This is an optimization exercise on Yosys and OpenROAD, whose aim is small area, not a production implementation. Only simulation tests tie the RTL to the original design; equivalence was not proved. No activity file was given, so power comes from the tool's default toggle rates.

==> design.v <==
`timescale 1 ns / 1 ns
module filter(
  input                clk         ,
  input                reset       ,
  input                sample_en   ,
  input signed [11:0]  filter_in   ,
  input [15:0]         coefdata    ,
  input                coefdata_en ,
  output signed [11:0] filter_out  ,
  output               out_valid
  );
  wire start = sample_en & ~coefdata_en;
  reg        busy;       
  reg        run;        
  reg  [5:0] s;          
  reg  [5:0] kk;         
  reg  [5:0] gd;         
  reg  [3:0] tj;         
  reg  [2:0] ta;
  reg  [5:0] f;          
  reg  [5:0] nsamp;      
  reg        pend;       
  reg  [3:0] v;          
  reg [11:0] out_reg;
  reg        valid_reg;
  reg [15:0] cr [0:60];
  reg [15:0] e  [0:3];
  wire       vany  = |v;
  wire       gapok = (kk == 6'd0)  | (kk == 6'd5)  | (kk == 6'd10) | (kk == 6'd15) |
                     (kk == 6'd20) | (kk == 6'd25) | (kk == 6'd30) | (kk == 6'd35) |
                     (kk == 6'd40) | (kk == 6'd45) | (kk == 6'd50) | (kk == 6'd55) |
                     (kk == 6'd60);
  wire       insc  = gapok & (vany | coefdata_en);
  wire [15:0] newc = v[3] ? e[3] : v[2] ? e[2] : v[1] ? e[1] : v[0] ? e[0] : coefdata;
  integer i;
  always @(posedge clk) begin
    for (i = 0; i < 60; i = i + 1) cr[i] <= cr[i+1];
    cr[60] <= cr[0];
    if (insc) begin
      for (i = 0; i < 12; i = i + 1)
        if (kk == 5 * i) cr[59 - 5 * i] <= newc;
      if (kk == 6'd60) cr[60] <= newc;
    end
    e[0] <= coefdata; e[1] <= e[0]; e[2] <= e[1]; e[3] <= e[2];
  end
  reg [11:0] dr [0:60];
  reg [11:0] xb;
  wire insd = pend & (gd == 6'd0);
  always @(posedge clk) begin
    for (i = 0; i < 60; i = i + 1) dr[i] <= dr[i+1];
    dr[60] <= insd ? xb : dr[0];
    if (start) xb <= filter_in;
  end
  reg [15:0] ctap;
  always @(*) begin
    case (ta)
      3'd0: ctap = cr[0];
      3'd1: ctap = cr[1];
      3'd2: ctap = cr[2];
      3'd3: ctap = cr[3];
      3'd4: ctap = cr[4];
      3'd5: ctap = cr[5];
      default: ctap = cr[6];
    endcase
  end
  reg [11:0] dtap;
  always @(*) begin
    case (tj)
      4'd0: dtap = dr[0];
      4'd1: dtap = dr[7];
      4'd2: dtap = dr[14];
      4'd3: dtap = dr[21];
      4'd4: dtap = dr[28];
      4'd5: dtap = dr[35];
      4'd6: dtap = dr[42];
      4'd7: dtap = dr[49];
      default: dtap = dr[56];
    endcase
  end
  wire       go   = busy & ~run & ~vany;
  wire       mac  = run | go;
  wire       last = run & (s == 6'd60);
  wire [6:0] kr   = {1'b0, kk} + {4'd0, ta} + 7'd1;       
  wire [5:0] k    = (kr >= 7'd61) ? kr - 7'd61 : kr[5:0];
  wire       val  = (k >= f) & (k < nsamp);               
  wire [11:0] xa  = val ? dtap : 12'd0;
  wire [15:0] cb  = ctap;
  reg  [27:0] accn;       
  wire [27:0] s0n;
  wire ppn_0_0 = ~(xa[0] & cb[0]);
  wire ppn_0_1 = ~(xa[0] & cb[1]);
  wire ppn_0_2 = ~(xa[0] & cb[2]);
  wire ppn_0_3 = ~(xa[0] & cb[3]);
  wire ppn_0_4 = ~(xa[0] & cb[4]);
  wire ppn_0_5 = ~(xa[0] & cb[5]);
  wire ppn_0_6 = ~(xa[0] & cb[6]);
  wire ppn_0_7 = ~(xa[0] & cb[7]);
  wire ppn_0_8 = ~(xa[0] & cb[8]);
  wire ppn_0_9 = ~(xa[0] & cb[9]);
  wire ppn_0_10 = ~(xa[0] & cb[10]);
  wire ppn_0_11 = ~(xa[0] & cb[11]);
  wire ppn_0_12 = ~(xa[0] & cb[12]);
  wire ppn_0_13 = ~(xa[0] & cb[13]);
  wire ppn_0_14 = ~(xa[0] & cb[14]);
  wire ppn_0_15 = xa[0] & cb[15];
  wire ppn_1_0 = ~(xa[1] & cb[0]);
  wire ppn_1_1 = ~(xa[1] & cb[1]);
  wire ppn_1_2 = ~(xa[1] & cb[2]);
  wire ppn_1_3 = ~(xa[1] & cb[3]);
  wire ppn_1_4 = ~(xa[1] & cb[4]);
  wire ppn_1_5 = ~(xa[1] & cb[5]);
  wire ppn_1_6 = ~(xa[1] & cb[6]);
  wire ppn_1_7 = ~(xa[1] & cb[7]);
  wire ppn_1_8 = ~(xa[1] & cb[8]);
  wire ppn_1_9 = ~(xa[1] & cb[9]);
  wire ppn_1_10 = ~(xa[1] & cb[10]);
  wire ppn_1_11 = ~(xa[1] & cb[11]);
  wire ppn_1_12 = ~(xa[1] & cb[12]);
  wire ppn_1_13 = ~(xa[1] & cb[13]);
  wire ppn_1_14 = ~(xa[1] & cb[14]);
  wire ppn_1_15 = xa[1] & cb[15];
  wire ppn_2_0 = ~(xa[2] & cb[0]);
  wire ppn_2_1 = ~(xa[2] & cb[1]);
  wire ppn_2_2 = ~(xa[2] & cb[2]);
  wire ppn_2_3 = ~(xa[2] & cb[3]);
  wire ppn_2_4 = ~(xa[2] & cb[4]);
  wire ppn_2_5 = ~(xa[2] & cb[5]);
  wire ppn_2_6 = ~(xa[2] & cb[6]);
  wire ppn_2_7 = ~(xa[2] & cb[7]);
  wire ppn_2_8 = ~(xa[2] & cb[8]);
  wire ppn_2_9 = ~(xa[2] & cb[9]);
  wire ppn_2_10 = ~(xa[2] & cb[10]);
  wire ppn_2_11 = ~(xa[2] & cb[11]);
  wire ppn_2_12 = ~(xa[2] & cb[12]);
  wire ppn_2_13 = ~(xa[2] & cb[13]);
  wire ppn_2_14 = ~(xa[2] & cb[14]);
  wire ppn_2_15 = xa[2] & cb[15];
  wire ppn_3_0 = ~(xa[3] & cb[0]);
  wire ppn_3_1 = ~(xa[3] & cb[1]);
  wire ppn_3_2 = ~(xa[3] & cb[2]);
  wire ppn_3_3 = ~(xa[3] & cb[3]);
  wire ppn_3_4 = ~(xa[3] & cb[4]);
  wire ppn_3_5 = ~(xa[3] & cb[5]);
  wire ppn_3_6 = ~(xa[3] & cb[6]);
  wire ppn_3_7 = ~(xa[3] & cb[7]);
  wire ppn_3_8 = ~(xa[3] & cb[8]);
  wire ppn_3_9 = ~(xa[3] & cb[9]);
  wire ppn_3_10 = ~(xa[3] & cb[10]);
  wire ppn_3_11 = ~(xa[3] & cb[11]);
  wire ppn_3_12 = ~(xa[3] & cb[12]);
  wire ppn_3_13 = ~(xa[3] & cb[13]);
  wire ppn_3_14 = ~(xa[3] & cb[14]);
  wire ppn_3_15 = xa[3] & cb[15];
  wire ppn_4_0 = ~(xa[4] & cb[0]);
  wire ppn_4_1 = ~(xa[4] & cb[1]);
  wire ppn_4_2 = ~(xa[4] & cb[2]);
  wire ppn_4_3 = ~(xa[4] & cb[3]);
  wire ppn_4_4 = ~(xa[4] & cb[4]);
  wire ppn_4_5 = ~(xa[4] & cb[5]);
  wire ppn_4_6 = ~(xa[4] & cb[6]);
  wire ppn_4_7 = ~(xa[4] & cb[7]);
  wire ppn_4_8 = ~(xa[4] & cb[8]);
  wire ppn_4_9 = ~(xa[4] & cb[9]);
  wire ppn_4_10 = ~(xa[4] & cb[10]);
  wire ppn_4_11 = ~(xa[4] & cb[11]);
  wire ppn_4_12 = ~(xa[4] & cb[12]);
  wire ppn_4_13 = ~(xa[4] & cb[13]);
  wire ppn_4_14 = ~(xa[4] & cb[14]);
  wire ppn_4_15 = xa[4] & cb[15];
  wire ppn_5_0 = ~(xa[5] & cb[0]);
  wire ppn_5_1 = ~(xa[5] & cb[1]);
  wire ppn_5_2 = ~(xa[5] & cb[2]);
  wire ppn_5_3 = ~(xa[5] & cb[3]);
  wire ppn_5_4 = ~(xa[5] & cb[4]);
  wire ppn_5_5 = ~(xa[5] & cb[5]);
  wire ppn_5_6 = ~(xa[5] & cb[6]);
  wire ppn_5_7 = ~(xa[5] & cb[7]);
  wire ppn_5_8 = ~(xa[5] & cb[8]);
  wire ppn_5_9 = ~(xa[5] & cb[9]);
  wire ppn_5_10 = ~(xa[5] & cb[10]);
  wire ppn_5_11 = ~(xa[5] & cb[11]);
  wire ppn_5_12 = ~(xa[5] & cb[12]);
  wire ppn_5_13 = ~(xa[5] & cb[13]);
  wire ppn_5_14 = ~(xa[5] & cb[14]);
  wire ppn_5_15 = xa[5] & cb[15];
  wire ppn_6_0 = ~(xa[6] & cb[0]);
  wire ppn_6_1 = ~(xa[6] & cb[1]);
  wire ppn_6_2 = ~(xa[6] & cb[2]);
  wire ppn_6_3 = ~(xa[6] & cb[3]);
  wire ppn_6_4 = ~(xa[6] & cb[4]);
  wire ppn_6_5 = ~(xa[6] & cb[5]);
  wire ppn_6_6 = ~(xa[6] & cb[6]);
  wire ppn_6_7 = ~(xa[6] & cb[7]);
  wire ppn_6_8 = ~(xa[6] & cb[8]);
  wire ppn_6_9 = ~(xa[6] & cb[9]);
  wire ppn_6_10 = ~(xa[6] & cb[10]);
  wire ppn_6_11 = ~(xa[6] & cb[11]);
  wire ppn_6_12 = ~(xa[6] & cb[12]);
  wire ppn_6_13 = ~(xa[6] & cb[13]);
  wire ppn_6_14 = ~(xa[6] & cb[14]);
  wire ppn_6_15 = xa[6] & cb[15];
  wire ppn_7_0 = ~(xa[7] & cb[0]);
  wire ppn_7_1 = ~(xa[7] & cb[1]);
  wire ppn_7_2 = ~(xa[7] & cb[2]);
  wire ppn_7_3 = ~(xa[7] & cb[3]);
  wire ppn_7_4 = ~(xa[7] & cb[4]);
  wire ppn_7_5 = ~(xa[7] & cb[5]);
  wire ppn_7_6 = ~(xa[7] & cb[6]);
  wire ppn_7_7 = ~(xa[7] & cb[7]);
  wire ppn_7_8 = ~(xa[7] & cb[8]);
  wire ppn_7_9 = ~(xa[7] & cb[9]);
  wire ppn_7_10 = ~(xa[7] & cb[10]);
  wire ppn_7_11 = ~(xa[7] & cb[11]);
  wire ppn_7_12 = ~(xa[7] & cb[12]);
  wire ppn_7_13 = ~(xa[7] & cb[13]);
  wire ppn_7_14 = ~(xa[7] & cb[14]);
  wire ppn_7_15 = xa[7] & cb[15];
  wire ppn_8_0 = ~(xa[8] & cb[0]);
  wire ppn_8_1 = ~(xa[8] & cb[1]);
  wire ppn_8_2 = ~(xa[8] & cb[2]);
  wire ppn_8_3 = ~(xa[8] & cb[3]);
  wire ppn_8_4 = ~(xa[8] & cb[4]);
  wire ppn_8_5 = ~(xa[8] & cb[5]);
  wire ppn_8_6 = ~(xa[8] & cb[6]);
  wire ppn_8_7 = ~(xa[8] & cb[7]);
  wire ppn_8_8 = ~(xa[8] & cb[8]);
  wire ppn_8_9 = ~(xa[8] & cb[9]);
  wire ppn_8_10 = ~(xa[8] & cb[10]);
  wire ppn_8_11 = ~(xa[8] & cb[11]);
  wire ppn_8_12 = ~(xa[8] & cb[12]);
  wire ppn_8_13 = ~(xa[8] & cb[13]);
  wire ppn_8_14 = ~(xa[8] & cb[14]);
  wire ppn_8_15 = xa[8] & cb[15];
  wire ppn_9_0 = ~(xa[9] & cb[0]);
  wire ppn_9_1 = ~(xa[9] & cb[1]);
  wire ppn_9_2 = ~(xa[9] & cb[2]);
  wire ppn_9_3 = ~(xa[9] & cb[3]);
  wire ppn_9_4 = ~(xa[9] & cb[4]);
  wire ppn_9_5 = ~(xa[9] & cb[5]);
  wire ppn_9_6 = ~(xa[9] & cb[6]);
  wire ppn_9_7 = ~(xa[9] & cb[7]);
  wire ppn_9_8 = ~(xa[9] & cb[8]);
  wire ppn_9_9 = ~(xa[9] & cb[9]);
  wire ppn_9_10 = ~(xa[9] & cb[10]);
  wire ppn_9_11 = ~(xa[9] & cb[11]);
  wire ppn_9_12 = ~(xa[9] & cb[12]);
  wire ppn_9_13 = ~(xa[9] & cb[13]);
  wire ppn_9_14 = ~(xa[9] & cb[14]);
  wire ppn_9_15 = xa[9] & cb[15];
  wire ppn_10_0 = ~(xa[10] & cb[0]);
  wire ppn_10_1 = ~(xa[10] & cb[1]);
  wire ppn_10_2 = ~(xa[10] & cb[2]);
  wire ppn_10_3 = ~(xa[10] & cb[3]);
  wire ppn_10_4 = ~(xa[10] & cb[4]);
  wire ppn_10_5 = ~(xa[10] & cb[5]);
  wire ppn_10_6 = ~(xa[10] & cb[6]);
  wire ppn_10_7 = ~(xa[10] & cb[7]);
  wire ppn_10_8 = ~(xa[10] & cb[8]);
  wire ppn_10_9 = ~(xa[10] & cb[9]);
  wire ppn_10_10 = ~(xa[10] & cb[10]);
  wire ppn_10_11 = ~(xa[10] & cb[11]);
  wire ppn_10_12 = ~(xa[10] & cb[12]);
  wire ppn_10_13 = ~(xa[10] & cb[13]);
  wire ppn_10_14 = ~(xa[10] & cb[14]);
  wire ppn_10_15 = xa[10] & cb[15];
  wire ppn_11_0 = xa[11] & cb[0];
  wire ppn_11_1 = xa[11] & cb[1];
  wire ppn_11_2 = xa[11] & cb[2];
  wire ppn_11_3 = xa[11] & cb[3];
  wire ppn_11_4 = xa[11] & cb[4];
  wire ppn_11_5 = xa[11] & cb[5];
  wire ppn_11_6 = xa[11] & cb[6];
  wire ppn_11_7 = xa[11] & cb[7];
  wire ppn_11_8 = xa[11] & cb[8];
  wire ppn_11_9 = xa[11] & cb[9];
  wire ppn_11_10 = xa[11] & cb[10];
  wire ppn_11_11 = xa[11] & cb[11];
  wire ppn_11_12 = xa[11] & cb[12];
  wire ppn_11_13 = xa[11] & cb[13];
  wire ppn_11_14 = xa[11] & cb[14];
  wire ppn_11_15 = ~(xa[11] & cb[15]);
  wire s0, c0;
  fir_han u0 (.a(ppn_0_11), .b(ppn_1_10), .s(s0), .co(c0));
  wire s1, c1;
  fir_han u1 (.a(ppn_0_12), .b(ppn_1_11), .s(s1), .co(c1));
  wire s2, c2;
  fir_han u2 (.a(ppn_0_13), .b(ppn_1_12), .s(s2), .co(c2));
  wire s3, c3;
  fir_han u3 (.a(ppn_0_14), .b(ppn_1_13), .s(s3), .co(c3));
  wire s4, c4;
  fir_ha u4 (.a(ppn_0_15), .b(ppn_1_14), .s(s4), .co(c4));
  wire s5, c5;
  fir_han u5 (.a(ppn_0_8), .b(ppn_1_7), .s(s5), .co(c5));
  wire s6, c6;
  fir_fa u6 (.a(ppn_0_9), .b(ppn_1_8), .c(ppn_2_7), .s(s6), .co(c6));
  wire s7, c7;
  fir_han u7 (.a(ppn_3_6), .b(ppn_4_5), .s(s7), .co(c7));
  wire s8, c8;
  fir_fa u8 (.a(ppn_0_10), .b(ppn_1_9), .c(ppn_2_8), .s(s8), .co(c8));
  wire s9, c9;
  fir_fa u9 (.a(ppn_3_7), .b(ppn_4_6), .c(ppn_5_5), .s(s9), .co(c9));
  wire s10, c10;
  fir_han u10 (.a(ppn_6_4), .b(ppn_7_3), .s(s10), .co(c10));
  wire s11, c11;
  fir_ha u11 (.a(s0), .b(ppn_2_9), .s(s11), .co(c11));
  wire s12, c12;
  fir_fa u12 (.a(ppn_3_8), .b(ppn_4_7), .c(ppn_5_6), .s(s12), .co(c12));
  wire s13, c13;
  fir_fa u13 (.a(ppn_6_5), .b(ppn_7_4), .c(ppn_8_3), .s(s13), .co(c13));
  wire s14, c14;
  fir_han u14 (.a(ppn_9_2), .b(ppn_10_1), .s(s14), .co(c14));
  wire s15, c15;
  fir_fa u15 (.a(c0), .b(s1), .c(ppn_2_10), .s(s15), .co(c15));
  wire s16, c16;
  fir_fa u16 (.a(ppn_3_9), .b(ppn_4_8), .c(ppn_5_7), .s(s16), .co(c16));
  wire s17, c17;
  fir_fa u17 (.a(ppn_6_6), .b(ppn_7_5), .c(ppn_8_4), .s(s17), .co(c17));
  wire s18, c18;
  fir_fa u18 (.a(ppn_9_3), .b(ppn_10_2), .c(ppn_11_1), .s(s18), .co(c18));
  wire s19, c19;
  fir_fa u19 (.a(c1), .b(s2), .c(ppn_2_11), .s(s19), .co(c19));
  wire s20, c20;
  fir_fa u20 (.a(ppn_3_10), .b(ppn_4_9), .c(ppn_5_8), .s(s20), .co(c20));
  wire s21, c21;
  fir_fa u21 (.a(ppn_6_7), .b(ppn_7_6), .c(ppn_8_5), .s(s21), .co(c21));
  wire s22, c22;
  fir_fa u22 (.a(ppn_9_4), .b(ppn_10_3), .c(ppn_11_2), .s(s22), .co(c22));
  wire s23, c23;
  fir_fa u23 (.a(c2), .b(s3), .c(ppn_2_12), .s(s23), .co(c23));
  wire s24, c24;
  fir_fa u24 (.a(ppn_3_11), .b(ppn_4_10), .c(ppn_5_9), .s(s24), .co(c24));
  wire s25, c25;
  fir_fa u25 (.a(ppn_6_8), .b(ppn_7_7), .c(ppn_8_6), .s(s25), .co(c25));
  wire s26, c26;
  fir_fa u26 (.a(ppn_9_5), .b(ppn_10_4), .c(ppn_11_3), .s(s26), .co(c26));
  wire s27, c27;
  fir_fa u27 (.a(c3), .b(s4), .c(ppn_2_13), .s(s27), .co(c27));
  wire s28, c28;
  fir_fa u28 (.a(ppn_3_12), .b(ppn_4_11), .c(ppn_5_10), .s(s28), .co(c28));
  wire s29, c29;
  fir_fa u29 (.a(ppn_6_9), .b(ppn_7_8), .c(ppn_8_7), .s(s29), .co(c29));
  wire s30, c30;
  fir_fa u30 (.a(ppn_9_6), .b(ppn_10_5), .c(ppn_11_4), .s(s30), .co(c30));
  wire s31, c31;
  fir_fa u31 (.a(c4), .b(ppn_1_15), .c(ppn_2_14), .s(s31), .co(c31));
  wire s32, c32;
  fir_fa u32 (.a(ppn_3_13), .b(ppn_4_12), .c(ppn_5_11), .s(s32), .co(c32));
  wire s33, c33;
  fir_fa u33 (.a(ppn_6_10), .b(ppn_7_9), .c(ppn_8_8), .s(s33), .co(c33));
  wire s34, c34;
  fir_fa u34 (.a(ppn_9_7), .b(ppn_10_6), .c(ppn_11_5), .s(s34), .co(c34));
  wire s35, c35;
  fir_fa u35 (.a(ppn_2_15), .b(ppn_3_14), .c(ppn_4_13), .s(s35), .co(c35));
  wire s36, c36;
  fir_fa u36 (.a(ppn_5_12), .b(ppn_6_11), .c(ppn_7_10), .s(s36), .co(c36));
  wire s37, c37;
  fir_fa u37 (.a(ppn_8_9), .b(ppn_9_8), .c(ppn_10_7), .s(s37), .co(c37));
  wire s38, c38;
  fir_fa u38 (.a(ppn_3_15), .b(ppn_4_14), .c(ppn_5_13), .s(s38), .co(c38));
  wire s39, c39;
  fir_fa u39 (.a(ppn_6_12), .b(ppn_7_11), .c(ppn_8_10), .s(s39), .co(c39));
  wire s40, c40;
  fir_fa u40 (.a(ppn_4_15), .b(ppn_5_14), .c(ppn_6_13), .s(s40), .co(c40));
  wire s41, c41;
  fir_han u41 (.a(ppn_0_5), .b(ppn_1_4), .s(s41), .co(c41));
  wire s42, c42;
  fir_fa u42 (.a(ppn_0_6), .b(ppn_1_5), .c(ppn_2_4), .s(s42), .co(c42));
  wire s43, c43;
  fir_han u43 (.a(ppn_3_3), .b(ppn_4_2), .s(s43), .co(c43));
  wire s44, c44;
  fir_fa u44 (.a(ppn_0_7), .b(ppn_1_6), .c(ppn_2_5), .s(s44), .co(c44));
  wire s45, c45;
  fir_fa u45 (.a(ppn_3_4), .b(ppn_4_3), .c(ppn_5_2), .s(s45), .co(c45));
  wire s46, c46;
  fir_han u46 (.a(ppn_6_1), .b(ppn_7_0), .s(s46), .co(c46));
  wire s47, c47;
  fir_fa u47 (.a(s5), .b(ppn_2_6), .c(ppn_3_5), .s(s47), .co(c47));
  wire s48, c48;
  fir_fa u48 (.a(ppn_4_4), .b(ppn_5_3), .c(ppn_6_2), .s(s48), .co(c48));
  wire s49, c49;
  fir_fa u49 (.a(ppn_7_1), .b(ppn_8_0), .c(accn[8]), .s(s49), .co(c49));
  wire s50, c50;
  fir_fa u50 (.a(c5), .b(s6), .c(s7), .s(s50), .co(c50));
  wire s51, c51;
  fir_fa u51 (.a(ppn_5_4), .b(ppn_6_3), .c(ppn_7_2), .s(s51), .co(c51));
  wire s52, c52;
  fir_fa u52 (.a(ppn_8_1), .b(ppn_9_0), .c(accn[9]), .s(s52), .co(c52));
  wire s53, c53;
  fir_fa u53 (.a(c6), .b(c7), .c(s8), .s(s53), .co(c53));
  wire s54, c54;
  fir_fa u54 (.a(s9), .b(s10), .c(ppn_8_2), .s(s54), .co(c54));
  wire s55, c55;
  fir_fa u55 (.a(ppn_9_1), .b(ppn_10_0), .c(accn[10]), .s(s55), .co(c55));
  wire s56, c56;
  fir_fa u56 (.a(c8), .b(c9), .c(c10), .s(s56), .co(c56));
  wire s57, c57;
  fir_fa u57 (.a(s11), .b(s12), .c(s13), .s(s57), .co(c57));
  wire s58, c58;
  fir_fa u58 (.a(s14), .b(ppn_11_0), .c(accn[11]), .s(s58), .co(c58));
  wire s59, c59;
  fir_fa u59 (.a(c11), .b(c12), .c(c13), .s(s59), .co(c59));
  wire s60, c60;
  fir_fa u60 (.a(c14), .b(s15), .c(s16), .s(s60), .co(c60));
  wire s61, c61;
  fir_fa u61 (.a(s17), .b(s18), .c(accn[12]), .s(s61), .co(c61));
  wire s62, c62;
  fir_fa u62 (.a(c15), .b(c16), .c(c17), .s(s62), .co(c62));
  wire s63, c63;
  fir_fa u63 (.a(c18), .b(s19), .c(s20), .s(s63), .co(c63));
  wire s64, c64;
  fir_fa u64 (.a(s21), .b(s22), .c(accn[13]), .s(s64), .co(c64));
  wire s65, c65;
  fir_fa u65 (.a(c19), .b(c20), .c(c21), .s(s65), .co(c65));
  wire s66, c66;
  fir_fa u66 (.a(c22), .b(s23), .c(s24), .s(s66), .co(c66));
  wire s67, c67;
  fir_fa u67 (.a(s25), .b(s26), .c(accn[14]), .s(s67), .co(c67));
  wire s68, c68;
  fir_fa u68 (.a(c23), .b(c24), .c(c25), .s(s68), .co(c68));
  wire s69, c69;
  fir_fa u69 (.a(c26), .b(s27), .c(s28), .s(s69), .co(c69));
  wire s70, c70;
  fir_fa u70 (.a(s29), .b(s30), .c(accn[15]), .s(s70), .co(c70));
  wire s71, c71;
  fir_fa u71 (.a(c27), .b(c28), .c(c29), .s(s71), .co(c71));
  wire s72, c72;
  fir_fa u72 (.a(c30), .b(s31), .c(s32), .s(s72), .co(c72));
  wire s73, c73;
  fir_fa u73 (.a(s33), .b(s34), .c(accn[16]), .s(s73), .co(c73));
  wire s74, c74;
  fir_fa u74 (.a(c31), .b(c32), .c(c33), .s(s74), .co(c74));
  wire s75, c75;
  fir_fa u75 (.a(c34), .b(s35), .c(s36), .s(s75), .co(c75));
  wire s76, c76;
  fir_fa u76 (.a(s37), .b(ppn_11_6), .c(accn[17]), .s(s76), .co(c76));
  wire s77, c77;
  fir_fa u77 (.a(c35), .b(c36), .c(c37), .s(s77), .co(c77));
  wire s78, c78;
  fir_fa u78 (.a(s38), .b(s39), .c(ppn_9_9), .s(s78), .co(c78));
  wire s79, c79;
  fir_fa u79 (.a(ppn_10_8), .b(ppn_11_7), .c(accn[18]), .s(s79), .co(c79));
  wire s80, c80;
  fir_fa u80 (.a(c38), .b(c39), .c(s40), .s(s80), .co(c80));
  wire s81, c81;
  fir_fa u81 (.a(ppn_7_12), .b(ppn_8_11), .c(ppn_9_10), .s(s81), .co(c81));
  wire s82, c82;
  fir_fa u82 (.a(ppn_10_9), .b(ppn_11_8), .c(accn[19]), .s(s82), .co(c82));
  wire s83, c83;
  fir_fa u83 (.a(c40), .b(ppn_5_15), .c(ppn_6_14), .s(s83), .co(c83));
  wire s84, c84;
  fir_fa u84 (.a(ppn_7_13), .b(ppn_8_12), .c(ppn_9_11), .s(s84), .co(c84));
  wire s85, c85;
  fir_fa u85 (.a(ppn_10_10), .b(ppn_11_9), .c(accn[20]), .s(s85), .co(c85));
  wire s86, c86;
  fir_fa u86 (.a(ppn_6_15), .b(ppn_7_14), .c(ppn_8_13), .s(s86), .co(c86));
  wire s87, c87;
  fir_fa u87 (.a(ppn_9_12), .b(ppn_10_11), .c(ppn_11_10), .s(s87), .co(c87));
  wire s88, c88;
  fir_fa u88 (.a(ppn_7_15), .b(ppn_8_14), .c(ppn_9_13), .s(s88), .co(c88));
  wire s89, c89;
  fir_han u89 (.a(ppn_0_3), .b(ppn_1_2), .s(s89), .co(c89));
  wire s90, c90;
  fir_fa u90 (.a(ppn_0_4), .b(ppn_1_3), .c(ppn_2_2), .s(s90), .co(c90));
  wire s91, c91;
  fir_han u91 (.a(ppn_3_1), .b(ppn_4_0), .s(s91), .co(c91));
  wire s92, c92;
  fir_fa u92 (.a(s41), .b(ppn_2_3), .c(ppn_3_2), .s(s92), .co(c92));
  wire s93, c93;
  fir_fa u93 (.a(ppn_4_1), .b(ppn_5_0), .c(accn[5]), .s(s93), .co(c93));
  wire s94, c94;
  fir_fa u94 (.a(c41), .b(s42), .c(s43), .s(s94), .co(c94));
  wire s95, c95;
  fir_fa u95 (.a(ppn_5_1), .b(ppn_6_0), .c(accn[6]), .s(s95), .co(c95));
  wire s96, c96;
  fir_fa u96 (.a(c42), .b(c43), .c(s44), .s(s96), .co(c96));
  wire s97, c97;
  fir_fa u97 (.a(s45), .b(s46), .c(accn[7]), .s(s97), .co(c97));
  wire s98, c98;
  fir_fa u98 (.a(c44), .b(c45), .c(c46), .s(s98), .co(c98));
  wire s99, c99;
  fir_fa u99 (.a(s47), .b(s48), .c(s49), .s(s99), .co(c99));
  wire s100, c100;
  fir_fa u100 (.a(c47), .b(c48), .c(c49), .s(s100), .co(c100));
  wire s101, c101;
  fir_fa u101 (.a(s50), .b(s51), .c(s52), .s(s101), .co(c101));
  wire s102, c102;
  fir_fa u102 (.a(c50), .b(c51), .c(c52), .s(s102), .co(c102));
  wire s103, c103;
  fir_fa u103 (.a(s53), .b(s54), .c(s55), .s(s103), .co(c103));
  wire s104, c104;
  fir_fa u104 (.a(c53), .b(c54), .c(c55), .s(s104), .co(c104));
  wire s105, c105;
  fir_fa u105 (.a(s56), .b(s57), .c(s58), .s(s105), .co(c105));
  wire s106, c106;
  fir_fa u106 (.a(c56), .b(c57), .c(c58), .s(s106), .co(c106));
  wire s107, c107;
  fir_fa u107 (.a(s59), .b(s60), .c(s61), .s(s107), .co(c107));
  wire s108, c108;
  fir_fa u108 (.a(c59), .b(c60), .c(c61), .s(s108), .co(c108));
  wire s109, c109;
  fir_fa u109 (.a(s62), .b(s63), .c(s64), .s(s109), .co(c109));
  wire s110, c110;
  fir_fa u110 (.a(c62), .b(c63), .c(c64), .s(s110), .co(c110));
  wire s111, c111;
  fir_fa u111 (.a(s65), .b(s66), .c(s67), .s(s111), .co(c111));
  wire s112, c112;
  fir_fa u112 (.a(c65), .b(c66), .c(c67), .s(s112), .co(c112));
  wire s113, c113;
  fir_fa u113 (.a(s68), .b(s69), .c(s70), .s(s113), .co(c113));
  wire s114, c114;
  fir_fa u114 (.a(c68), .b(c69), .c(c70), .s(s114), .co(c114));
  wire s115, c115;
  fir_fa u115 (.a(s71), .b(s72), .c(s73), .s(s115), .co(c115));
  wire s116, c116;
  fir_fa u116 (.a(c71), .b(c72), .c(c73), .s(s116), .co(c116));
  wire s117, c117;
  fir_fa u117 (.a(s74), .b(s75), .c(s76), .s(s117), .co(c117));
  wire s118, c118;
  fir_fa u118 (.a(c74), .b(c75), .c(c76), .s(s118), .co(c118));
  wire s119, c119;
  fir_fa u119 (.a(s77), .b(s78), .c(s79), .s(s119), .co(c119));
  wire s120, c120;
  fir_fa u120 (.a(c77), .b(c78), .c(c79), .s(s120), .co(c120));
  wire s121, c121;
  fir_fa u121 (.a(s80), .b(s81), .c(s82), .s(s121), .co(c121));
  wire s122, c122;
  fir_fa u122 (.a(c80), .b(c81), .c(c82), .s(s122), .co(c122));
  wire s123, c123;
  fir_fa u123 (.a(s83), .b(s84), .c(s85), .s(s123), .co(c123));
  wire s124, c124;
  fir_fa u124 (.a(c83), .b(c84), .c(c85), .s(s124), .co(c124));
  wire s125, c125;
  fir_fa u125 (.a(s86), .b(s87), .c(accn[21]), .s(s125), .co(c125));
  wire s126, c126;
  fir_fa u126 (.a(c86), .b(c87), .c(s88), .s(s126), .co(c126));
  wire s127, c127;
  fir_fa u127 (.a(ppn_10_12), .b(ppn_11_11), .c(accn[22]), .s(s127), .co(c127));
  wire s128, c128;
  fir_fa u128 (.a(c88), .b(ppn_8_15), .c(ppn_9_14), .s(s128), .co(c128));
  wire s129, c129;
  fir_fa u129 (.a(ppn_10_13), .b(ppn_11_12), .c(accn[23]), .s(s129), .co(c129));
  wire s130, c130;
  fir_fa u130 (.a(ppn_9_15), .b(ppn_10_14), .c(ppn_11_13), .s(s130), .co(c130));
  wire s131, c131;
  fir_han u131 (.a(ppn_0_2), .b(ppn_1_1), .s(s131), .co(c131));
  wire s132, c132;
  fir_fa u132 (.a(s89), .b(ppn_2_1), .c(ppn_3_0), .s(s132), .co(c132));
  wire s133, c133;
  fir_fa u133 (.a(c89), .b(s90), .c(s91), .s(s133), .co(c133));
  wire s134, c134;
  fir_fa u134 (.a(c90), .b(c91), .c(s92), .s(s134), .co(c134));
  wire s135, c135;
  fir_fa u135 (.a(c92), .b(c93), .c(s94), .s(s135), .co(c135));
  wire s136, c136;
  fir_fa u136 (.a(c94), .b(c95), .c(s96), .s(s136), .co(c136));
  wire s137, c137;
  fir_fa u137 (.a(c96), .b(c97), .c(s98), .s(s137), .co(c137));
  wire s138, c138;
  fir_fa u138 (.a(c98), .b(c99), .c(s100), .s(s138), .co(c138));
  wire s139, c139;
  fir_fa u139 (.a(c100), .b(c101), .c(s102), .s(s139), .co(c139));
  wire s140, c140;
  fir_fa u140 (.a(c102), .b(c103), .c(s104), .s(s140), .co(c140));
  wire s141, c141;
  fir_fa u141 (.a(c104), .b(c105), .c(s106), .s(s141), .co(c141));
  wire s142, c142;
  fir_fa u142 (.a(c106), .b(c107), .c(s108), .s(s142), .co(c142));
  wire s143, c143;
  fir_fa u143 (.a(c108), .b(c109), .c(s110), .s(s143), .co(c143));
  wire s144, c144;
  fir_fa u144 (.a(c110), .b(c111), .c(s112), .s(s144), .co(c144));
  wire s145, c145;
  fir_fa u145 (.a(c112), .b(c113), .c(s114), .s(s145), .co(c145));
  wire s146, c146;
  fir_fa u146 (.a(c114), .b(c115), .c(s116), .s(s146), .co(c146));
  wire s147, c147;
  fir_fa u147 (.a(c116), .b(c117), .c(s118), .s(s147), .co(c147));
  wire s148, c148;
  fir_fa u148 (.a(c118), .b(c119), .c(s120), .s(s148), .co(c148));
  wire s149, c149;
  fir_fa u149 (.a(c120), .b(c121), .c(s122), .s(s149), .co(c149));
  wire s150, c150;
  fir_fa u150 (.a(c122), .b(c123), .c(s124), .s(s150), .co(c150));
  wire s151, c151;
  fir_fa u151 (.a(c124), .b(c125), .c(s126), .s(s151), .co(c151));
  wire s152, c152;
  fir_fa u152 (.a(c126), .b(c127), .c(s128), .s(s152), .co(c152));
  wire s153, c153;
  fir_fa u153 (.a(c128), .b(c129), .c(s130), .s(s153), .co(c153));
  wire s154, c154;
  fir_fa u154 (.a(c130), .b(ppn_10_15), .c(ppn_11_14), .s(s154), .co(c154));
  wire s155, c155;
  fir_han u155 (.a(ppn_0_1), .b(ppn_1_0), .s(s155), .co(c155));
  wire s156, c156;
  fir_fa u156 (.a(s131), .b(ppn_2_0), .c(accn[2]), .s(s156), .co(c156));
  wire s157, c157;
  fir_fa u157 (.a(c131), .b(s132), .c(accn[3]), .s(s157), .co(c157));
  wire s158, c158;
  fir_fa u158 (.a(c132), .b(s133), .c(accn[4]), .s(s158), .co(c158));
  wire s159, c159;
  fir_fa u159 (.a(c133), .b(s134), .c(s93), .s(s159), .co(c159));
  wire s160, c160;
  fir_fa u160 (.a(c134), .b(s135), .c(s95), .s(s160), .co(c160));
  wire s161, c161;
  fir_fa u161 (.a(c135), .b(s136), .c(s97), .s(s161), .co(c161));
  wire s162, c162;
  fir_fa u162 (.a(c136), .b(s137), .c(s99), .s(s162), .co(c162));
  wire s163, c163;
  fir_fa u163 (.a(c137), .b(s138), .c(s101), .s(s163), .co(c163));
  wire s164, c164;
  fir_fa u164 (.a(c138), .b(s139), .c(s103), .s(s164), .co(c164));
  wire s165, c165;
  fir_fa u165 (.a(c139), .b(s140), .c(s105), .s(s165), .co(c165));
  wire s166, c166;
  fir_fa u166 (.a(c140), .b(s141), .c(s107), .s(s166), .co(c166));
  wire s167, c167;
  fir_fa u167 (.a(c141), .b(s142), .c(s109), .s(s167), .co(c167));
  wire s168, c168;
  fir_fa u168 (.a(c142), .b(s143), .c(s111), .s(s168), .co(c168));
  wire s169, c169;
  fir_fa u169 (.a(c143), .b(s144), .c(s113), .s(s169), .co(c169));
  wire s170, c170;
  fir_fa u170 (.a(c144), .b(s145), .c(s115), .s(s170), .co(c170));
  wire s171, c171;
  fir_fa u171 (.a(c145), .b(s146), .c(s117), .s(s171), .co(c171));
  wire s172, c172;
  fir_fa u172 (.a(c146), .b(s147), .c(s119), .s(s172), .co(c172));
  wire s173, c173;
  fir_fa u173 (.a(c147), .b(s148), .c(s121), .s(s173), .co(c173));
  wire s174, c174;
  fir_fa u174 (.a(c148), .b(s149), .c(s123), .s(s174), .co(c174));
  wire s175, c175;
  fir_fa u175 (.a(c149), .b(s150), .c(s125), .s(s175), .co(c175));
  wire s176, c176;
  fir_fa u176 (.a(c150), .b(s151), .c(s127), .s(s176), .co(c176));
  wire s177, c177;
  fir_fa u177 (.a(c151), .b(s152), .c(s129), .s(s177), .co(c177));
  wire s178, c178;
  fir_fa u178 (.a(c152), .b(s153), .c(accn[24]), .s(s178), .co(c178));
  wire s179, c179;
  fir_fa u179 (.a(c153), .b(s154), .c(accn[25]), .s(s179), .co(c179));
  wire s180, c180;
  fir_fa u180 (.a(c154), .b(ppn_11_15), .c(accn[26]), .s(s180), .co(c180));
  wire s181, c181;
  fir_han u181 (.a(ppn_0_0), .b(accn[0]), .s(s181), .co(c181));
  wire s182, c182;
  fir_fa u182 (.a(s155), .b(accn[1]), .c(c181), .s(s182), .co(c182));
  wire s183, c183;
  fir_fa u183 (.a(c155), .b(s156), .c(c182), .s(s183), .co(c183));
  wire s184, c184;
  fir_fa u184 (.a(c156), .b(s157), .c(c183), .s(s184), .co(c184));
  wire s185, c185;
  fir_fa u185 (.a(c157), .b(s158), .c(c184), .s(s185), .co(c185));
  wire s186, c186;
  fir_fa u186 (.a(c158), .b(s159), .c(c185), .s(s186), .co(c186));
  wire s187, c187;
  fir_fa u187 (.a(c159), .b(s160), .c(c186), .s(s187), .co(c187));
  wire s188, c188;
  fir_fa u188 (.a(c160), .b(s161), .c(c187), .s(s188), .co(c188));
  wire s189, c189;
  fir_fa u189 (.a(c161), .b(s162), .c(c188), .s(s189), .co(c189));
  wire s190, c190;
  fir_fa u190 (.a(c162), .b(s163), .c(c189), .s(s190), .co(c190));
  wire s191, c191;
  fir_fa u191 (.a(c163), .b(s164), .c(c190), .s(s191), .co(c191));
  wire s192, c192;
  fir_fa u192 (.a(c164), .b(s165), .c(c191), .s(s192), .co(c192));
  wire s193, c193;
  fir_fa u193 (.a(c165), .b(s166), .c(c192), .s(s193), .co(c193));
  wire s194, c194;
  fir_fa u194 (.a(c166), .b(s167), .c(c193), .s(s194), .co(c194));
  wire s195, c195;
  fir_fa u195 (.a(c167), .b(s168), .c(c194), .s(s195), .co(c195));
  wire s196, c196;
  fir_fa u196 (.a(c168), .b(s169), .c(c195), .s(s196), .co(c196));
  wire s197, c197;
  fir_fa u197 (.a(c169), .b(s170), .c(c196), .s(s197), .co(c197));
  wire s198, c198;
  fir_fa u198 (.a(c170), .b(s171), .c(c197), .s(s198), .co(c198));
  wire s199, c199;
  fir_fa u199 (.a(c171), .b(s172), .c(c198), .s(s199), .co(c199));
  wire s200, c200;
  fir_fa u200 (.a(c172), .b(s173), .c(c199), .s(s200), .co(c200));
  wire s201, c201;
  fir_fa u201 (.a(c173), .b(s174), .c(c200), .s(s201), .co(c201));
  wire s202, c202;
  fir_fa u202 (.a(c174), .b(s175), .c(c201), .s(s202), .co(c202));
  wire s203, c203;
  fir_fa u203 (.a(c175), .b(s176), .c(c202), .s(s203), .co(c203));
  wire s204, c204;
  fir_fa u204 (.a(c176), .b(s177), .c(c203), .s(s204), .co(c204));
  wire s205, c205;
  fir_fa u205 (.a(c177), .b(s178), .c(c204), .s(s205), .co(c205));
  wire s206, c206;
  fir_fa u206 (.a(c178), .b(s179), .c(c205), .s(s206), .co(c206));
  wire s207, c207;
  fir_fa u207 (.a(c179), .b(s180), .c(c206), .s(s207), .co(c207));
  wire s208, c208;
  fir_fa u208 (.a(c180), .b(accn[27]), .c(c207), .s(s208), .co(c208));
  assign s0n = {s208, s207, s206, s205, s204, s203, s202, s201, s200, s199, s198, s197, s196, s195, s194, s193, s192, s191, s190, s189, s188, s187, s186, s185, s184, s183, s182, s181};
  wire sp = (xa == 12'h800) & (cb == 16'h8000);    
  wire [27:0] sumn = {~(s0n[27] ^ sp), s0n[26:0]};    
  always @(posedge clk) accn <= mac ? sumn : 28'hfffffff;
  wire [27:0] sum = ~sumn;
  wire        rnd = sum[15] & (sum[16] | (|sum[14:0]));
  wire [11:0] y;
  wire [12:0] yc;
  assign yc[0] = rnd;
  genvar g;
  generate for (g = 0; g < 12; g = g + 1) begin : yinc
    fir_ha u (.a(sum[16+g]), .b(yc[g]), .s(y[g]), .co(yc[g+1]));
  end endgenerate
  wire [1:0] de = {1'b0, insc} + {1'b0, start};    
  always @(posedge clk or posedge reset) begin
    if (reset) begin
      busy <= 1'b0; run <= 1'b0; s <= 6'd0; kk <= 6'd0; gd <= 6'd0;
      tj <= 4'd1; ta <= 3'd6; f <= 6'd61; nsamp <= 6'd0; pend <= 1'b0;
      v <= 4'd0; out_reg <= 12'd0; valid_reg <= 1'b0;
    end else begin
      if (!insc) kk <= (kk == 6'd60) ? 6'd0 : kk + 6'd1;
      v[0] <= coefdata_en & ~(insc & ~vany);
      v[1] <= v[0] & ~(insc & v[0] & ~v[1] & ~v[2] & ~v[3]);
      v[2] <= v[1] & ~(insc & v[1] & ~v[2] & ~v[3]);
      v[3] <= v[2] & ~(insc & v[2] & ~v[3]);
      if (start) gd <= (gd == 6'd0) ? 6'd59 : (gd == 6'd1) ? 6'd60 : gd - 6'd2;
      else       gd <= (gd == 6'd0) ? 6'd60 : gd - 6'd1;
      if (start) pend <= 1'b1;
      else if (insd) pend <= 1'b0;
      if (de == 2'd1) begin
        if (ta != 3'd6) ta <= ta + 3'd1;
        else if (tj != 4'd0) begin tj <= tj - 4'd1; ta <= 3'd0; end
        else begin tj <= 4'd8; ta <= 3'd2; end
      end else if (de == 2'd2) begin
        if (ta <= 3'd4) ta <= ta + 3'd2;
        else if (tj != 4'd0) begin tj <= tj - 4'd1; ta <= ta - 3'd5; end
        else begin tj <= 4'd8; ta <= ta - 3'd3; end
      end
      if (start) begin
        busy <= 1'b1;
        if (nsamp != 6'd61) nsamp <= nsamp + 6'd1;
      end
      if (go) run <= 1'b1;
      if (mac) s <= s + 6'd1;
      if (last) begin
        busy <= 1'b0; run <= 1'b0; s <= 6'd0;
        out_reg <= y;
      end
      valid_reg <= last;
      if (coefdata_en && f != 6'd2) f <= f - 6'd1;
    end
  end
  assign filter_out = out_reg;
  assign out_valid  = valid_reg;
endmodule
module fir_fa(input a, input b, input c, output s, output co);
  assign s  = a ^ b ^ c;
  assign co = (a & b) | (a & c) | (b & c);
endmodule
module fir_ha(input a, input b, output s, output co);
  assign s  = a ^ b;
  assign co = a & b;
endmodule
module fir_han(input a, input b, output s, output co);
  fir_xnor ux (.a(a), .b(b), .y(s));
  fir_or   uo (.a(a), .b(b), .y(co));
endmodule
module fir_xnor(input a, input b, output y);
  assign y = ~(a ^ b);
endmodule
module fir_or(input a, input b, output y);
  assign y = a | b;
endmodule
==> constraint.sdc <==
create_clock -name core_clock -period 50.0 [get_ports {clk}]
set_input_delay 10.0000 -clock core_clock [delete_from_list [all_inputs] [get_ports {clk}]]
set_output_delay 10.0000 -clock core_clock [all_outputs]
set_load 0.01 [all_outputs]
==> config.mk <==
export PLATFORM = sky130hd
export DESIGN_NAME = filter
export DESIGN_NICKNAME = filter
export VERILOG_FILES = /design/flow/design.v
export SDC_FILE = /design/flow/constraint.sdc
export NUM_CORES = 4
export LEC_CHECK = 0
export CAP_MARGIN = 20
export CORE_MARGIN = 2
export CORE_UTILIZATION = 65
export CTS_BUF_LIST = sky130_fd_sc_hd__clkbuf_16
export CTS_CLUSTER_DIAMETER = 100
export CTS_CLUSTER_SIZE = 30
export SLEW_MARGIN = 20
export SYNTH_HIERARCHICAL = 1
export SYNTH_MINIMUM_KEEP_SIZE = 0
==> run.sh <==
#!/bin/bash
# synth_recipe.tcl (not shown) runs the flow's synth.tcl, then flattens the netlist and writes it again
# the make line also repeats each setting of config.mk as NAME=value (left out here)
make -C /OpenROAD-flow-scripts/flow DESIGN_CONFIG=/design/flow/config.mk WORK_HOME=/design/flow/orfs CLKGATE_MAP_FILE= SYNTH_SCRIPT=/design/flow/synth_recipe.tcl finish
==> results of run 1 <==
-- cells by family (layout without fill, tap and decap cells) --
| logic type | Yosys count | count (layout) | share of synthesized area |
|---|---|---|---|
| compound gates | 226 | 226 | 0.0295 |
| xor+xnor | 39 | 39 | 0.00673 |
| fa+ha+maj | 245 | 245 | 0.0888 |
| buf+inv | 185 | 249 | 0.0143 |
| flops | 1869 | 1869 | 0.746 |
| mux | 308 | 308 | 0.0675 |
| simple gates | 513 | 513 | 0.0474 |
-- metrics by stage --
step	instances	worst slack (ps)	util
after detailed placement	4390	32210	0.677
final	4489	32240	0.704
after global placement	4389	32620	0.677
after floorplan	3385	33800	-
after global routing	4489	31350	0.704
after CTS	4489	32160	0.703
-- how the worst min path moves through the flow --
stage,startpoint,cells past startpoint,to,slack (ps)
floorplan,cr[11][0],0,cr[10][0],310
global placement,dr[50][0],0,dr[49][0],310
detailed placement,cr[11][4],0,cr[10][4],310
CTS,cr[41][15],0,cr[40][15],320
global route,cr[27][5],0,cr[26][5],320
finish,cr[41][15],0,cr[40][15],320
-- cell type report --
| class | instances | area [sq um] |
|---|---|---|
| Fill cell | 5195 | 22900 |
| Timing Repair Buffer | 98 | 850 |
| Inverter | 52 | 195 |
| Clock inverter | 26 | 184 |
| Multi-Input combinational cell | 1331 | 12200 |
| Tap cell | 1040 | 1300 |
| Sequential cell | 1869 | 37800 |
| Clock buffer | 73 | 1830 |
-- per-module statistics from Yosys, one instance, submodules excluded, excerpt --
| module | cell area [sq um] | times used |
|---|---|---|
| fir_ha | 12.5 | 14 |
| fir_or | 6.26 | 16 |
| filter | 46500 | 1 |
| fir_xnor | 8.76 | 16 |
| fir_fa | 20.0 | 191 |
-- per-layer routing --
metal / vias up / GRT usage
met5: - / 0
met4: 0 / 0.0663
met3: 136 / 0.0298
met2: 408 / 0.363
met1: 11500 / 0.297
li1: 11100 / -
-- worst max-delay path, delay by kind of cell (launching register included) --
family          cells  cell delay (ps)
fa+ha+maj          33            12850
simple gates        6             1990
compound gates      5             1370
flops               1              450
xor+xnor            2              380
buf+inv             3              300
mux                 1              260
-- power by group --
group,internal (mW),switching [mW]
logic,0.405,0.619
clock network,0.271,0.415
registers,1.69,0.0808
-- cells in the final DEF, fill, tap and decap left out, drive strengths merged, types with 9 or more instances in the layout --
| cell type | Yosys | final |
|---|---|---|
| a21oi | 63 | 63 |
| a222oi | 9 | 9 |
| a22o | 10 | 10 |
| a22oi | 11 | 11 |
| a31oi | 11 | 11 |
| and3 | 26 | 26 |
| buf | 25 | 54 |
| clkbuf | 108 | 73 |
| clkdlybuf4s50 | 0 | 44 |
| dfrtp | 49 | 49 |
| dfxtp | 1800 | 1800 |
| edfxtp | 12 | 12 |
| fa | 192 | 192 |
| ha | 52 | 52 |
| inv | 52 | 71 |
| mux2 | 251 | 251 |
| mux2i | 55 | 55 |
| nand2 | 241 | 241 |
| nand2b | 23 | 23 |
| nand3 | 18 | 18 |
| nand3b | 11 | 11 |
| nand4 | 17 | 17 |
| nor2 | 86 | 86 |
| nor2b | 17 | 17 |
| nor3 | 19 | 19 |
| o21ai | 46 | 46 |
| or2 | 20 | 20 |
| xnor2 | 31 | 31 |
==> flow_summary.json, run 1 <==
{
  "run_status": "finished clean",
  "reg2reg_setup_slack_ps": 32240,
  "drt-met1-wl_um": 39500,
  "drive_gt1_frac": 0.120,
  "yosys.cell_count.top_type": "sky130_fd_sc_hd__dfxtp_1",
  "cts_sinks": 1869,
  "drc": 0,
  "cts_tree": "done",
  "synth_area_per_cell_sq_um": 15.0,
  "grt_start_max_net_pins": 58,
  "cts_post_setup_buffers_inserted": 0,
  "timing.critical_path.slowest_stage_cell": "sky130_fd_sc_hd__nor2_1",
  "die-width_um": 283,
  "htreeDepth": 3,
  "fin_skew_ps": 22.4,
  "yosys.area.top_type_share": 0.710,
  "ant_nets": 0,
  "cpMostUsedCell": "sky130_fd_sc_hd__fa_1",
  "grt_overflow": 0,
  "insertion_delay_ps": 660,
  "dr.pass1.iters": 7,
  "port_buffers": 44,
  "clock_tree.buffer_depth": 3,
  "vias": 23100,
  "timing.hold.worst.class": "flop to flop",
  "n_antenna_cell": 0,
  "ys_dominant_reg_cell": "sky130_fd_sc_hd__dfxtp_1",
  "synth_area_leaders": "sky130_fd_sc_hd__dfxtp_1 (71%), sky130_fd_sc_hd__fa_1 (7.6%), sky130_fd_sc_hd__mux2_2 (5.5%), sky130_fd_sc_hd__dfrtp_1 (2.4%), sky130_fd_sc_hd__nand2_1 (1.8%)",
  "critPathKind": "flop to flop",
  "p_leak_nw": 21.2,
  "holdWs_ps": 316,
  "die_y_um": 283,
  "setup_repair_after_global_routing_missed_its_margin": "no",
  "fin_setup_tns_ps": 0,
  "synthesis.area_sq_um": 50700,
  "grt_use_total": 0.217,
  "finalSetupViolCount": 0,
  "synth.ff_latch_count": 1869,
  "cts_buffers": 72,
  "syn-num-nets": 3661,
  "initialDrtViolationCount": 1340,
  "largest-register": "cr",
  "layout_min_cycle_time_ps": 17760,
  "worst_reg_to_reg_path_cell_count": 50,
  "worstPathMaxFanout": 15,
  "wl_met3_um": 2790,
  "worstPathRequired_ps": 50540,
  "cap_viol_max_count": 0,
  "biggestRegsByFlops": "cr: 976 flops, dr: 732 flops, e: 64 flops",
  "critical-path-max-stage-delay_ps": 860,
  "topRoutingLayerUsed": "met4",
  "num-nets-final": 3700,
  "floorplan.die_area_sq_um": 80300,
  "rows": 102,
  "area_growth_pct": 7.25,
  "netlist-cell-type-count": 72,
  "cp_data_arrival_time_ps": 18290,
  "final-hold-violation-count": 0,
  "wire_length_of_the_first_global_routing_pass_um": 137000,
  "post_cts_resized": 0,
  "ff_to_ff_start": "ta[0]",
  "synth_warnings": 10,
  "synth_top_area_cell": "sky130_fd_sc_hd__dfxtp_1",
  "initial_core_util": 0.656,
  "crit_end_element": "flop",
  "via_per_inst": 5.15,
  "report.final.slew_viol_count": 0,
  "final_design_area_no_fill_sq_um": 54400,
  "critical_path.startpoint_type": "flop",
  "grt_pass1_vias": 24700,
  "r2r-end": "out_reg[11]",
  "finalPower_mw": 3.48,
  "worst_setup_path_endpoint": "out_reg[11]",
  "number_of_antenna_violations_at_the_first_check_in_global_routing": 0,
  "synth_commonest_cells": "sky130_fd_sc_hd__dfxtp_1 (1800), sky130_fd_sc_hd__mux2_2 (246), sky130_fd_sc_hd__nand2_1 (241)",
  "post_drt_wl_per_cell_um": 19.0,
  "cell_count_after_synthesis": 3385,
  "synth-async-reset-ratio": 0.0305,
  "synth-edff-count": 12,
  "worst_ir_drop_vdd_uv": 56.5,
  "worstSetupStartpoint": "ta[0]",
  "cts_root_buffer": "sky130_fd_sc_hd__clkbuf_16",
  "design.core.area_sq_um": 77300,
  "ios": 45,
  "ys_seq_area_frac": 0.746,
  "gp_routability_congestion": 0.830,
  "dp_hpwl_um": 54300,
  "fmaxAchievable_mhz": 56.3,
  "slew_headroom": 0.252,
  "clkTransAtPathRegs_ps": 120,
  "detailroute.wirelength.met2_um": 40600,
  "number_of_flip_flops_in_the_largest_register": 976,
  "cts.hold.buffers_added": 0,
  "power_density_nw_per_um2": 63.9,
  "worstMarginPinSlew_ps": 1120,
  "fin_crit_sh": 0.355,
  "placedInstanceArea_sq_um": 52400,
  "drt_total_wl_um": 85200
}
==> inputs of run 2 (changes only) <==
--- a/config.mk
+++ b/config.mk
@@ -6,11 +6,12 @@
 export NUM_CORES = 4
 export LEC_CHECK = 0
-export CAP_MARGIN = 20
+export CAP_MARGIN = 0
 export CORE_MARGIN = 2
 export CORE_UTILIZATION = 65
 export CTS_BUF_LIST = sky130_fd_sc_hd__clkbuf_16
-export CTS_CLUSTER_DIAMETER = 100
-export CTS_CLUSTER_SIZE = 30
-export SLEW_MARGIN = 20
+export CTS_CLUSTER_DIAMETER = 90
+export CTS_CLUSTER_SIZE = 28
+export GPL_TIMING_DRIVEN = 0
+export SLEW_MARGIN = 0
 export SYNTH_HIERARCHICAL = 1
 export SYNTH_MINIMUM_KEEP_SIZE = 0
==> flow_summary.json, run 2 <==
{
  "critical_path.startpoint_type": "flop",
  "vias": 23600,
  "htreeDepth": 3,
  "initialDrtViolationCount": 1044,
  "synth.ff_latch_count": 1869,
  "power_density_nw_per_um2": 64.0,
  "leading_cell_types_in_the_layout_fill_and_taps_excluded": "sky130_fd_sc_hd__dfxtp_1 (1800), sky130_fd_sc_hd__mux2_2 (246), sky130_fd_sc_hd__nand2_1 (241)",
  "synth_commonest_cells": "sky130_fd_sc_hd__dfxtp_1 (1800), sky130_fd_sc_hd__mux2_2 (246), sky130_fd_sc_hd__nand2_1 (241)",
  "grt_start_max_net_pins": 32,
  "critPathKind": "flop to flop",
  "netlist-cell-type-count": 72,
  "cts_buffers": 77,
  "finalPower_mw": 3.50,
  "whs_endpoint": "cr[18][4]",
  "cts_post_setup_buffers_inserted": 0,
  "dp_hpwl_um": 59000,
  "ant_nets": 0,
  "synth_area_leaders": "sky130_fd_sc_hd__dfxtp_1 (71%), sky130_fd_sc_hd__fa_1 (7.6%), sky130_fd_sc_hd__mux2_2 (5.5%), sky130_fd_sc_hd__dfrtp_1 (2.4%), sky130_fd_sc_hd__nand2_1 (1.8%)",
  "ys_seq_area_frac": 0.746,
  "drt_total_wl_um": 87100,
  "floorplan.die_area_sq_um": 80300,
  "cts_sinks": 1869,
  "p_leak_nw": 21.2,
  "worst_reg_to_reg_path_cell_count": 52,
  "timing.critical_path.slowest_stage_cell": "sky130_fd_sc_hd__clkbuf_1",
  "report.final.slew_viol_count": 0,
  "power.combinational.fraction": 0.296,
  "dr.pass1.iters": 5,
  "preCtsSetupSlack_ps": 31960,
  "post_cts_resized": 0,
  "ys_dominant_reg_cell": "sky130_fd_sc_hd__dfxtp_1",
  "internal_power_mw": 2.36,
  "fin_crit_sh": 0.359,
  "cap_viol_max_count": 0,
  "port_buffers": 44,
  "cts.hold.buffers_added": 0,
  "cpMostUsedCell": "sky130_fd_sc_hd__fa_1",
  "number_of_antenna_violations_at_the_first_check_in_global_routing": 1,
  "worstMarginPinSlew_ps": 1320,
  "finalSetupViolCount": 0,
  "timing.hold.worst.class": "flop to flop",
  "drc": 0,
  "ios": 45,
  "cts_root_buffer": "sky130_fd_sc_hd__clkbuf_16",
  "final_common_cell": "sky130_fd_sc_hd__dfxtp_1",
  "die_y_um": 283,
  "fin_setup_tns_ps": 0,
  "layout_min_cycle_time_ps": 17960,
  "worst_ir_drop_vdd_uv": 59.8,
  "design.core.area_sq_um": 77300,
  "synthesis.area_sq_um": 50700,
  "final-hold-violation-count": 0,
  "fmaxAchievable_mhz": 55.7,
  "via_per_inst": 5.17,
  "clockPowerShare": 0.204,
  "min_delay_path_depth": 0,
  "run_status": "finished clean",
  "p_switching_mw": 1.13,
  "grt_pass1_vias": 25300,
  "final_critical_path_setup_slack_ps": 32040,
  "initial_core_util": 0.656,
  "clock_tree.buffer_depth": 3,
  "grt_overflow": 0,
  "power.switching_fraction": 0.324,
  "worstPathRequired_ps": 50550,
  "synth-edff-count": 12,
  "number_of_flip_flops_in_the_largest_register": 976,
  "largest-register": "cr",
  "setup_repair_after_global_routing_missed_its_margin": "no",
  "cell_count_after_synthesis": 3385,
  "drive_gt1_frac": 0.106,
  "die-width_um": 283,
  "min-delay-start": "cr[19][4]",
  "num-nets-final": 3786,
  "yosys.area.top_type_share": 0.710,
  "synth_warnings": 10,
  "area_growth_pct": 7.76,
  "fin_skew_ps": 22.8,
  "cts_tree": "done",
  "grt_use_total": 0.222,
  "gp_routability_congestion": 0.842,
  "syn-num-nets": 3661,
  "sequentialPowerShare": 0.500,
  "critical-path-max-stage-delay_ps": 510,
  "insertion_delay_ps": 660,
  "post_drt_wl_per_cell_um": 19.0,
  "n_antenna_cell": 0,
  "reg2reg_setup_slack_ps": 32040,
  "slew_headroom": 0.117,
  "r2r-end": "out_reg[11]",
  "cp_data_arrival_time_ps": 18510,
  "synth-async-reset-ratio": 0.0305,
  "rows": 102,
  "worstPathMaxFanout": 10,
  "crit_end_element": "flop",
  "synth_top_area_cell": "sky130_fd_sc_hd__dfxtp_1",
  "ff_to_ff_start": "ta[0]",
  "wire_length_of_the_first_global_routing_pass_um": 140000,
  "biggestRegsByFlops": "cr: 976 flops, dr: 732 flops, e: 64 flops",
  "synth_area_per_cell_sq_um": 15.0,
  "clkTransAtPathRegs_ps": 100,
  "yosys.cell_count.top_type": "sky130_fd_sc_hd__dfxtp_1"
}
## run 2: cell counts after synthesis
Identical to the previous run, type by type.
## run 2: worst max-delay path: cells and delay by family (launching register included)
kind | cells | cell delay [ps]
mux | 1 | 260
simple gates | 6 | 1430
fa+ha+maj | 33 | 12860
xor+xnor | 2 | 470
flops | 1 | 440
buf+inv | 5 | 1070
compound gates | 5 | 1320
## run 2: Yosys stat by module (local to each module, per instance), excerpt
module | flops+latches | cell area (sq um)
filter | 1869 | 46500
fir_fa | 0 | 20.0
fir_ha | 0 | 12.5
fir_or | 0 | 6.26
fir_xnor | 0 | 8.76
## run 2: worst max-delay path by stage
stage | from | end | slack (ps) | depth (start not counted)
floorplan | ta[0] | out_reg[11] | 33800 | 52
global placement | ta[0] | out_reg[11] | 32360 | 51
detailed placement | ta[0] | out_reg[11] | 31960 | 52
CTS | ta[0] | out_reg[11] | 32000 | 52
global route | ta[0] | out_reg[11] | 31150 | 52
finish | ta[0] | out_reg[11] | 32040 | 52
## run 2: through the flow
stage / hold slack [ps] / instance area, sq um / util / std cells
6_report: 319 / 54700 / 0.707 / 4574
5_1_grt: 322 / 54700 / 0.707 / 4574
4_1_cts: 315 / 54700 / 0.707 / 4574
3_5_place_dp: 312 / 52500 / 0.679 / 4471
3_3_place_gp: 310 / 52500 / 0.679 / 4469
2_1_floorplan: 310 / 50700 / - / 3385
## run 2: final cells by class
cell class	instances	area, sq um
Buffer	133	531
Clock buffer	78	1950
Clock inverter	25	200
Fill cell	5213	22700
Inverter	52	195
Multi-Input combinational cell	1331	12200
Sequential cell	1869	37800
Tap cell	1040	1300
Timing Repair Buffer	46	468
## run 2: kinds of logic (layout without fill, tap and decap cells)
kind of cell	count (synthesis)	after routing	share of synthesized area
xor gates and xnor gates	39	39	0.00673
muxes	308	308	0.0675
AOI/OAI and AO/OA	226	226	0.0295
buffers and inverters	185	334	0.0143
DFF	1869	1869	0.746
and+or+nand+nor	513	513	0.0474
adders and majority gates	245	245	0.0888
## run 2: power groups by stage
stage          combinational, mW  sequential [mW]  clock (mW)
5_1_grt                     1.19             1.77       0.784
2_1_floorplan              0.708             1.76           0
3_3_place_gp                1.02             1.77           0
4_1_cts                     1.05             1.75       0.730
6_report                    1.04             1.75       0.713
3_5_place_dp                1.05             1.78           0
## run 2: routing by layer
metal / up-vias / share of wire / wire length (um) / GRT usage
li1: 11200 / - / - / -
met3: 160 / 0.033 / 2860 / 0.0282
met1: 11800 / 0.45 / 39000 / 0.298
met4: 0 / 0.029 / 2490 / 0.0709
met5: - / 0 / 0 / 0
met2: 457 / 0.49 / 42700 / 0.380
==> inputs of run 3 (changes only) <==
--- a/config.mk
+++ b/config.mk
@@ -8,5 +8,5 @@
 export CAP_MARGIN = 0
 export CORE_MARGIN = 2
-export CORE_UTILIZATION = 65
+export CORE_UTILIZATION = 75
 export CTS_BUF_LIST = sky130_fd_sc_hd__clkbuf_16
 export CTS_CLUSTER_DIAMETER = 90
==> flow_summary.json, run 3 <==
{
  "run_status": "finished clean",
  "finalPower_mw": 3.54,
  "cp_data_arrival_time_ps": 18620,
  "worstPathMaxFanout": 10,
  "preCtsSetupSlack_ps": 32010,
  "ys_dominant_reg_cell": "sky130_fd_sc_hd__dfxtp_1",
  "synth-async-reset-ratio": 0.0305,
  "layout_min_cycle_time_ps": 18070,
  "fin_setup_tns_ps": 0,
  "fin_crit_sh": 0.361,
  "synth_area_per_cell_sq_um": 15.0,
  "synth-edff-count": 12,
  "post-place-cells": 4305,
  "fin_skew_ps": 26.3,
  "design.core.area_sq_um": 67000,
  "synth.ff_latch_count": 1869,
  "area_growth_pct": 7.36,
  "p_switching_mw": 1.17,
  "wire_length_of_the_first_global_routing_pass_um": 151000,
  "number_of_antenna_violations_at_the_first_check_in_global_routing": 1,
  "grt_overflow": 0,
  "cts_tree": "done",
  "synthesis.area_sq_um": 50700,
  "n_antenna_cell": 0,
  "cpMostUsedCell": "sky130_fd_sc_hd__fa_1",
  "yosys.cell_count.top_type": "sky130_fd_sc_hd__dfxtp_1",
  "fmaxAchievable_mhz": 55.4,
  "num-fill-cells": 3411,
  "rows": 95,
  "sequentialPowerShare": 0.496,
  "gp_routability_congestion": 0.856,
  "clockPowerShare": 0.204,
  "ys_seq_area_frac": 0.746,
  "final_common_cell": "sky130_fd_sc_hd__dfxtp_1",
  "worstMarginPinSlew_ps": 1370,
  "critPathKind": "flop to flop",
  "synth_area_leaders": "sky130_fd_sc_hd__dfxtp_1 (71%), sky130_fd_sc_hd__fa_1 (7.6%), sky130_fd_sc_hd__mux2_2 (5.5%), sky130_fd_sc_hd__dfrtp_1 (2.4%), sky130_fd_sc_hd__nand2_1 (1.8%)",
  "num-nets-final": 3787,
  "worst_ir_drop_vdd_uv": 56.6,
  "post_cts_resized": 0,
  "port_buffers": 44,
  "topRoutingLayerUsed": "met5",
  "biggestRegsByFlops": "cr: 976 flops, dr: 732 flops, e: 64 flops",
  "power.combinational.fraction": 0.299,
  "drc": 0,
  "worstPathRequired_ps": 50550,
  "min_delay_path_depth": 0,
  "insertion_delay_ps": 670,
  "dr.pass1.iters": 5,
  "netlist-cell-type-count": 72,
  "die-width_um": 264,
  "ios": 45,
  "drive_gt1_frac": 0.106,
  "synth_commonest_cells": "sky130_fd_sc_hd__dfxtp_1 (1800), sky130_fd_sc_hd__mux2_2 (246), sky130_fd_sc_hd__nand2_1 (241)",
  "final_critical_path_setup_slack_ps": 31930,
  "htreeDepth": 3,
  "cts.hold.buffers_added": 0,
  "vias": 24200,
  "p_leak_nw": 21.2,
  "number_of_flip_flops_in_the_largest_register": 976,
  "synth_top_area_cell": "sky130_fd_sc_hd__dfxtp_1",
  "largest-register": "cr",
  "min-delay-start": "dr[1][5]",
  "floorplan.die_area_sq_um": 69700,
  "clock_tree.buffer_depth": 3,
  "ff_to_ff_start": "ta[0]",
  "cts_post_setup_buffers_inserted": 0,
  "setup_repair_after_global_routing_missed_its_margin": "no",
  "cts_root_buffer": "sky130_fd_sc_hd__clkbuf_16",
  "clkTransAtPathRegs_ps": 100,
  "whs_endpoint": "dr[0][5]",
  "final-instance-count-excl-fill": 4410,
  "reg2reg_setup_slack_ps": 31930,
  "die_y_um": 264,
  "finalSetupViolCount": 0,
  "power_density_nw_per_um2": 65.0,
  "synth_warnings": 10,
  "initialDrtViolationCount": 1541,
  "via_per_inst": 5.49,
  "cap_viol_max_count": 0,
  "timing.hold.worst.class": "flop to flop",
  "yosys.area.top_type_share": 0.710,
  "slew_headroom": 0.0795,
  "postLayoutCoreUtil": 0.812,
  "final-hold-violation-count": 0,
  "r2r-end": "out_reg[11]",
  "critical-path-max-stage-delay_ps": 570,
  "ant_nets": 0,
  "report.final.slew_viol_count": 0,
  "initial_core_util": 0.757,
  "grt_pass1_vias": 26400,
  "detailroute.wirelength.met2_um": 49200,
  "timing.critical_path.slowest_stage_cell": "sky130_fd_sc_hd__fa_1",
  "critical_path.startpoint_type": "flop",
  "worst_reg_to_reg_path_cell_count": 52,
  "leading_cell_types_in_the_layout_fill_and_taps_excluded": "sky130_fd_sc_hd__dfxtp_1 (1800), sky130_fd_sc_hd__mux2_2 (246), sky130_fd_sc_hd__nand2_1 (241)",
  "drt_total_wl_um": 96200,
  "internal_power_mw": 2.37,
  "cts_sinks": 1869,
  "grt_start_max_net_pins": 37,
  "cell_count_after_synthesis": 3385,
  "crit_end_element": "flop"
}
run 3: metal layers:
layer | vias to the layer above | global-route usage
li1 | 11300 | -
met1 | 12100 | 0.361
met2 | 657 | 0.500
met3 | 209 | 0.0365
met4 | 2 | 0.0972
met5 | - | 0
run 3: stage by stage:
stage / instance area [sq um] / hold WS, ps
6_report: 54500 / 319
5_1_grt: 54500 / 317
4_1_cts: 54500 / 324
3_5_place_dp: 52300 / 312
3_3_place_gp: 52300 / 309
2_1_floorplan: 50700 / 310
run 3: area by class of cell:
cell class | count | area (sq um) | share of cell area
flip-flops and latches | 1869 | 37800 | 0.695
multi-input cells | 1331 | 12200 | 0.224
clock buffers | 78 | 1950 | 0.0358
well taps | 873 | 1090 | 0.0201
plain buffers | 133 | 531 | 0.00974
repair buffers | 47 | 473 | 0.00868
clock inverters | 27 | 209 | 0.00384
inverters | 52 | 195 | 0.00358
run 3: kinds of logic after synthesis:
logic type	synth area share
AO/OA/AOI/OAI	0.0295
XOR/XNOR	0.00673
adder cells (fa/ha/maj)	0.0888
buffers and inverters	0.0143
flip-flops	0.746
multiplexers	0.0675
AND/OR/NAND/NOR	0.0474
run 3: Yosys stat by module (local to each module, per instance), excerpt:
module	times used	cell area, sq um	cells inside	flops+latches
filter	1	46500	3148	1869
fir_fa	191	20.0	1	0
fir_ha	14	12.5	1	0
fir_or	16	6.26	1	0
fir_xnor	16	8.76	1	0
run 3: worst max-delay path by stage:
stage | from | endpoint | slack (ps) | cells past startpoint
final | ta[0] | out_reg[11] | 31930 | 52
after global routing | ta[0] | out_reg[11] | 31110 | 52
after global placement | ta[0] | out_reg[11] | 32360 | 52
after floorplan | ta[0] | out_reg[11] | 33800 | 52
after detailed placement | ta[0] | out_reg[11] | 32010 | 52
after CTS | ta[0] | out_reg[11] | 32000 | 52
run 3: power groups by stage:
stage | clock (mW) | sequential (mW) | combinational (mW)
2_1_floorplan | 0 | 1.76 | 0.708
5_1_grt | 0.778 | 1.77 | 1.19
4_1_cts | 0.731 | 1.76 | 1.07
6_report | 0.722 | 1.76 | 1.06
3_3_place_gp | 0 | 1.77 | 1.00
3_5_place_dp | 0 | 1.79 | 1.05
run 3: critical path: cells and delay by family, from the launching register on:
| family | cells | cell delay (ps) |
|---|---|---|
| compound gates | 5 | 1330 |
| simple gates | 6 | 1520 |
| buf+inv | 5 | 1120 |
| xor+xnor | 2 | 370 |
| mux | 1 | 260 |
| flops | 1 | 460 |
| fa+ha+maj | 33 | 12860 |

Re-timed with assumed drivers on the ports (clkbuf_16 on the clock, buf_2 on other inputs), run 3 has 31.935 ns of setup slack against 31.935 ns with ideal ports, and 31.935 ns once port delays also move by the mid clock arrival of 0.718 ns.
